Context: an optimization exercise on an open-source flow, tuned for small area. The choices shown serve that exercise and are no tape-out recipe. The RTL was checked by simulation tests, not by an equivalence proof against the original design. No activity file was given, so power comes from the tool's default toggle rates.

Setup of run 1:
Design tv80s, start of the top module:
module tv80s(m1_n, mreq_n, iorq_n, rd_n, wr_n, rfsh_n, halt_n, busak_n, A, dout, reset_n, clk, cen, wait_n, int_n, nmi_n, busrq_n, di);
Settings: LEC_CHECK=0, ABC_AREA=1, CAP_MARGIN=20, CORE_MARGIN=2, CORE_UTILIZATION=50, GPL_TIMING_DRIVEN=0, SETUP_SLACK_MARGIN=0.6, SLEW_MARGIN=20, SYNTH_HIERARCHICAL=1; clock period 12.0 ns.
standard.sh (not shown) runs the stock make flow with config.mk's settings and CLKGATE_MAP_FILE= SYNTH_SCRIPT=/design/flow/synth_recipe.tcl, a recipe that flattens the netlist after the stock synthesis.
==> flow/flow/run.sh <==
#!/bin/bash
# Own layout flow: the standard flow, with one extra step after synthesis
# that re-maps the combinational logic of the synthesized netlist for small
# area (flow/remap.tcl). The standard synthesis's registers (instances, names
# and cell types) are left untouched. Each tool's output goes to a log here.
set -euo pipefail
W=$(pwd)
R=$W/orfs/results/${FLOW_PLATFORM}/tv80s/base
LIBF=$FLOW_HOME/platforms/${FLOW_PLATFORM}/lib/sky130_fd_sc_hd__tt_025C_1v80.lib

# 1. standard synthesis (unchanged)
bash standard.sh synth > $W/1_synth.log 2>&1

# 2. area re-mapping of the combinational logic
cp $R/1_2_yosys.v $W/1_2_yosys.std.v
DONT_USE=$(sed -n '/^export DONT_USE_CELLS/,/^#/p' $FLOW_HOME/platforms/${FLOW_PLATFORM}/config.mk | grep -o 'sky130_fd_sc_hd__[a-z0-9_]*' | tr '\n' ' ')
REMAP_LIB=$LIBF REMAP_TOP=$FLOW_TOP REMAP_IN=$W/1_2_yosys.std.v REMAP_OUT=$W/1_2_yosys.remap.v \
REMAP_DONT_USE="$DONT_USE" REMAP_ABC_ARGS="-script $W/flow/remap.abc" \
  yosys -c $W/flow/remap.tcl > $W/2_remap.log 2>&1
cp $W/1_2_yosys.remap.v $R/1_2_yosys.v
rm -f $R/1_synth.odb $R/1_synth.sdc

# 3. the rest of the standard flow on the re-mapped netlist
CTS_ARGS="-sink_clustering_enable -repair_clock_nets -dont_use_dummy_load -sink_clustering_size 25 -sink_clustering_max_diameter 100 -buf_list sky130_fd_sc_hd__clkbuf_16"
bash standard.sh finish "CTS_ARGS=$CTS_ARGS" "BUFFER_PORTS_ARGS=-buffer_cell sky130_fd_sc_hd__buf_2" > $W/3_layout.log 2>&1
==> flow/flow/remap.abc <==
strash
dc2
&get -n
&dch -f
&nf -R 1000
&put
strash
dc2
&get -n
&dch -f
&nf -R 1000
&put
strash
dc2
&get -n
&dch -f
&nf -R 1000
&put
Other scripts of this flow, unchanged in this note and not shown: flow/flow/remap.tcl
Inputs modified between run 1 and run 2:
- a change of CORE_UTILIZATION from 50 to 57
--- a/flow/flow/run.sh
+++ b/flow/flow/run.sh
@@ -22,4 +22,4 @@
 
 # 3. the rest of the standard flow on the re-mapped netlist
-CTS_ARGS="-sink_clustering_enable -repair_clock_nets -dont_use_dummy_load -sink_clustering_size 25 -sink_clustering_max_diameter 100 -buf_list sky130_fd_sc_hd__clkbuf_16"
-bash standard.sh finish "CTS_ARGS=$CTS_ARGS" "BUFFER_PORTS_ARGS=-buffer_cell sky130_fd_sc_hd__buf_2" > $W/3_layout.log 2>&1
+CTS_ARGS="-sink_clustering_enable -repair_clock_nets -dont_use_dummy_load -sink_clustering_size 25 -sink_clustering_max_diameter 80 -buf_list sky130_fd_sc_hd__clkbuf_16"
+bash standard.sh finish "CTS_ARGS=$CTS_ARGS" "BUFFER_PORTS_ARGS=-buffer_cell sky130_fd_sc_hd__buf_1" > $W/3_layout.log 2>&1
--- a/flow/flow/remap.abc
+++ b/flow/flow/remap.abc
@@ -17,2 +17,20 @@
 &nf -R 1000
 &put
+strash
+dc2
+&get -n
+&dch -f
+&nf -R 1000
+&put
+strash
+dc2
+&get -n
+&dch -f
+&nf -R 1000
+&put
+strash
+dc2
+&get -n
+&dch -f
+&nf -R 1000
+&put
==> comparison <==
- Slack of the critical path, run 1 and run 2: larger value in run 1
- Comparing the two runs side by side, run 2 comes out ahead of run 1 on post-layout total power.
- Compared to run 1, the routing of run 2 uses less wire.
- Run 2 ends up with a count of filler cells inserted in the layout that is about 20% lower than in run 1.
- [run 2] tightest slew margin relative to the limit fell 6.5 points relative to run 1
- Compared with run 1, in run 2 wire length of the first global-routing pass moved down; final cell area excluding filler cells moved down; placement-stage worst setup slack moved down; clock buffer count in the final layout moved up.
- Cell area after placement, run 1 and run 2: higher on run 1
#### Input delta (run 3 over run 2)
- a change of CORE_UTILIZATION from 57 to 50
--- a/flow/flow/run.sh
+++ b/flow/flow/run.sh
@@ -22,4 +22,4 @@
 
 # 3. the rest of the standard flow on the re-mapped netlist
-CTS_ARGS="-sink_clustering_enable -repair_clock_nets -dont_use_dummy_load -sink_clustering_size 25 -sink_clustering_max_diameter 80 -buf_list sky130_fd_sc_hd__clkbuf_16"
-bash standard.sh finish "CTS_ARGS=$CTS_ARGS" "BUFFER_PORTS_ARGS=-buffer_cell sky130_fd_sc_hd__buf_1" > $W/3_layout.log 2>&1
+CTS_ARGS="-sink_clustering_enable -repair_clock_nets -dont_use_dummy_load -sink_clustering_size 25 -sink_clustering_max_diameter 60 -buf_list sky130_fd_sc_hd__clkbuf_16"
+bash standard.sh finish "CTS_ARGS=$CTS_ARGS" "BUFFER_PORTS_ARGS=-buffer_cell sky130_fd_sc_hd__buf_2" > $W/3_layout.log 2>&1
==> flow/flow/remap.abc <==
strash
dc2
&get -n
&dch -f
&nf -R 1000
&put
strash
dc2
&get -n
&dch -f
&nf -R 1000
&put
strash
dc2
&get -n
&dch -f
&nf -R 1000
&put
Notes after the runs:
Met3 track utilization from global routing: run 3 lower than run 2
The area of the core of run 3 was inferior to that of run 2.
Run 3: weighted congestion at the end of routability-driven global placement about 3.7% below run 2
Global-route usage over all layers | run 3 below run 2
Leakage power figure delta (run 3 − run 2): unfavourable
Run 3 reports its slowest library cell on the worst path as nor2_1 while run 2 reports dfrtp_2.
Run 2 has a higher clock network fraction of design power than run 3.
Measured against run 2, the clock power of run 3 comes out at 1.3 times the reference value.
Run 2 -> run 3: multi-input logic area increased slightly
In the metrics for run 2 and run 3, the one carrying the lower worst setup slack after layout is run 2.
For the first-pass GRT wire length, run 3 came in about 3.6% higher than run 2 did.
Run 2 ended up with i_tv80_core.IR[7] as its beginning of the critical path; run 3 ended up with i_tv80_core.IR[1].
Modified inputs, run 4 compared to run 3
--- a/flow/flow/run.sh
+++ b/flow/flow/run.sh
@@ -22,4 +22,4 @@
 
 # 3. the rest of the standard flow on the re-mapped netlist
-CTS_ARGS="-sink_clustering_enable -repair_clock_nets -dont_use_dummy_load -sink_clustering_size 25 -sink_clustering_max_diameter 60 -buf_list sky130_fd_sc_hd__clkbuf_16"
-bash standard.sh finish "CTS_ARGS=$CTS_ARGS" "BUFFER_PORTS_ARGS=-buffer_cell sky130_fd_sc_hd__buf_2" > $W/3_layout.log 2>&1
+CTS_ARGS="-sink_clustering_enable -repair_clock_nets -dont_use_dummy_load -sink_clustering_size 25 -sink_clustering_max_diameter 80 -buf_list sky130_fd_sc_hd__clkbuf_16"
+bash standard.sh finish "CTS_ARGS=$CTS_ARGS" "BUFFER_PORTS_ARGS=-buffer_cell sky130_fd_sc_hd__buf_1" > $W/3_layout.log 2>&1
--- a/flow/flow/remap.abc
+++ b/flow/flow/remap.abc
@@ -17,2 +17,20 @@
 &nf -R 1000
 &put
+strash
+dc2
+&get -n
+&dch -f
+&nf -R 1000
+&put
+strash
+dc2
+&get -n
+&dch -f
+&nf -R 1000
+&put
+strash
+dc2
+&get -n
+&dch -f
+&nf -R 1000
+&put
nor2_1 as the slowest library cell on the worst path was reported by run 3, and dfrtp_4 by run 4. Run 4: number of buffer and inverter instances along the worst setup path is 2 lower than what run 3 reported. Detailed route, run 4 vs run 3: via total lower for run 4. Going from run 3 to run 4, the die area was shrunk.

---

Setup of the reference run:
Another version of the RTL of tv80s (not shown whole).
Size: roughly 3200 cells after synthesis, roughly 47 I/O pins, ~0.025 sq mm of cells after synthesis.
Settings: LEC_CHECK=0, CAP_MARGIN=20, CORE_MARGIN=2, CORE_UTILIZATION=50, GPL_TIMING_DRIVEN=0, SETUP_SLACK_MARGIN=0.5, SLEW_MARGIN=20; clock period 12.0 ns.
==> flow/flow/run.sh <==
#!/bin/bash
# Own layout flow: the standard flow, with one extra step after synthesis
# that re-maps the combinational logic of the synthesized netlist for small
# area (flow/remap.tcl). The standard synthesis's registers (instances, names
# and cell types) are left untouched. Each tool's output goes to a log here.
set -euo pipefail
W=$(pwd)
R=$W/orfs/results/${FLOW_PLATFORM}/tv80s/base
LIBF=$FLOW_HOME/platforms/${FLOW_PLATFORM}/lib/sky130_fd_sc_hd__tt_025C_1v80.lib

# 1. standard synthesis (unchanged)
bash standard.sh synth > $W/1_synth.log 2>&1

# 2. area re-mapping of the combinational logic
cp $R/1_2_yosys.v $W/1_2_yosys.std.v
DONT_USE=$(sed -n '/^export DONT_USE_CELLS/,/^#/p' $FLOW_HOME/platforms/${FLOW_PLATFORM}/config.mk | grep -o 'sky130_fd_sc_hd__[a-z0-9_]*' | tr '\n' ' ')
REMAP_LIB=$LIBF REMAP_TOP=$FLOW_TOP REMAP_IN=$W/1_2_yosys.std.v REMAP_OUT=$W/1_2_yosys.remap.v \
REMAP_DONT_USE="$DONT_USE" REMAP_ABC_ARGS="-script $W/flow/remap.abc" \
  yosys -c $W/flow/remap.tcl > $W/2_remap.log 2>&1
cp $W/1_2_yosys.remap.v $R/1_2_yosys.v
rm -f $R/1_synth.odb $R/1_synth.sdc

# 3. the rest of the standard flow on the re-mapped netlist
CTS_ARGS="-sink_clustering_enable -repair_clock_nets -dont_use_dummy_load -sink_clustering_size 25 -sink_clustering_max_diameter 60 -buf_list sky130_fd_sc_hd__clkbuf_16"
bash standard.sh finish "CTS_ARGS=$CTS_ARGS" "BUFFER_PORTS_ARGS=-buffer_cell sky130_fd_sc_hd__buf_2" > $W/3_layout.log 2>&1
==> flow/flow/remap.abc <==
strash
dc2
&get -n
&dch -f
&nf -R 1000
&put
strash
dc2
&get -n
&dch -f
&nf -R 1000
&put
strash
dc2
&get -n
&dch -f
&nf -R 1000
&put
==> flow/flow/remap.tcl <==
# Re-map the combinational logic of a synthesized netlist for small area.
# Registers (flip-flop instances, names and cell types) are kept as they are.
set lib $::env(REMAP_LIB)
set top $::env(REMAP_TOP)
yosys read_liberty -ignore_miss_func $lib
yosys read_verilog $::env(REMAP_IN)
yosys hierarchy -top $top
# keep sequential cells and tie cells as instances, inline every other cell
yosys setattr -mod -set keep_hierarchy 1 sky130_fd_sc_hd__df* sky130_fd_sc_hd__edf* sky130_fd_sc_hd__sdf* sky130_fd_sc_hd__sedf* sky130_fd_sc_hd__dl* sky130_fd_sc_hd__conb_1
yosys flatten
yosys opt_clean -purge
set dont_use {}
foreach c $::env(REMAP_DONT_USE) { lappend dont_use -dont_use $c }
yosys abc -liberty $lib {*}$dont_use {*}$::env(REMAP_ABC_ARGS)
yosys opt_clean -purge
yosys hilomap -singleton -hicell sky130_fd_sc_hd__conb_1 HI -locell sky130_fd_sc_hd__conb_1 LO
yosys splitnets
yosys opt_clean -purge
yosys insbuf -buf sky130_fd_sc_hd__buf_4 A X
yosys blackbox =A:keep_hierarchy
yosys select -module $top
yosys stat -liberty $lib
yosys select -clear
yosys write_verilog -noexpr -nohex -nodec -noattr -selected $::env(REMAP_OUT)
> inputs changed (the reference run -> the trial run)
- a deleted GPL_TIMING_DRIVEN that had been 0
- a deleted SETUP_SLACK_MARGIN that had been 0.5
- a change of CORE_UTILIZATION from 50 to 40
--- a/flow/flow/run.sh
+++ b/flow/flow/run.sh
@@ -18 +18 @@
-REMAP_DONT_USE="$DONT_USE" REMAP_ABC_ARGS="-script $W/flow/remap.abc" \
+REMAP_DONT_USE="$DONT_USE" REMAP_ABC_ARGS="" \
@@ -24,2 +24 @@
-CTS_ARGS="-sink_clustering_enable -repair_clock_nets -dont_use_dummy_load -sink_clustering_size 25 -sink_clustering_max_diameter 60 -buf_list sky130_fd_sc_hd__clkbuf_16"
-bash standard.sh finish "CTS_ARGS=$CTS_ARGS" "BUFFER_PORTS_ARGS=-buffer_cell sky130_fd_sc_hd__buf_2" > $W/3_layout.log 2>&1
+bash standard.sh finish > $W/3_layout.log 2>&1
removed: flow/flow/remap.abc
--- outcome ---
Every stage of the flow completed for the trial run, and the final layout passed the timing, design-rule and antenna checks.
The reference run went all the way through the flow, and no timing, DRC or antenna check failed.
Going from the reference run to the trial run, number of placement rows now larger; number of buffers outside the clock class in the layout picked up an extra 73; switching share of power went down.
Of the reference run and the trial run, the lower maximum frequency belongs to the reference run.
Looking at synthesized area per cell, the trial run sits 0.31% below the reference run.
Hold slack was lower in the run labelled the trial run.

-- re-timing with driven ports --
Ports are ideal in the flow. The routed layouts listed here were re-timed in OpenROAD.
Step 1 (the two cells are an assumption about what drives the block):
set clk [get_ports {clk}]
set_driving_cell -lib_cell sky130_fd_sc_hd__clkbuf_16 $clk
set_driving_cell -lib_cell sky130_fd_sc_hd__buf_2 [delete_from_list [all_inputs] $clk]
Step 2 times the ports against the registers' clock, not the clock port: input delays grow and output delays shrink by t, the midpoint of the rising clock arrivals with the driver on.
a / b / c = no drivers / after step 1 / after step 2; a / b = the first two.
| run | shift t [ns] | setup slack, ns | pins driven straight from the clock port |
|---|---|---|---|
| run 1 | 0.619 | 1.023 / 1.023 / 1.023 | 1 |
| run 2 | 0.630 | 0.596 / 0.596 / 0.596 | 1 |
| run 3 | 0.637 | 0.992 / 0.992 / 0.992 | 1 |
| run 4 | 0.655 | 0.872 / 0.872 / 0.872 | 1 |
| the reference run | 0.679 | 0.593 / 0.593 / 0.593 | 1 |
| the trial run | 0.658 | 2.313 / 2.313 / 2.313 | 1 |
After both steps setup and hold are still met in every run listed.
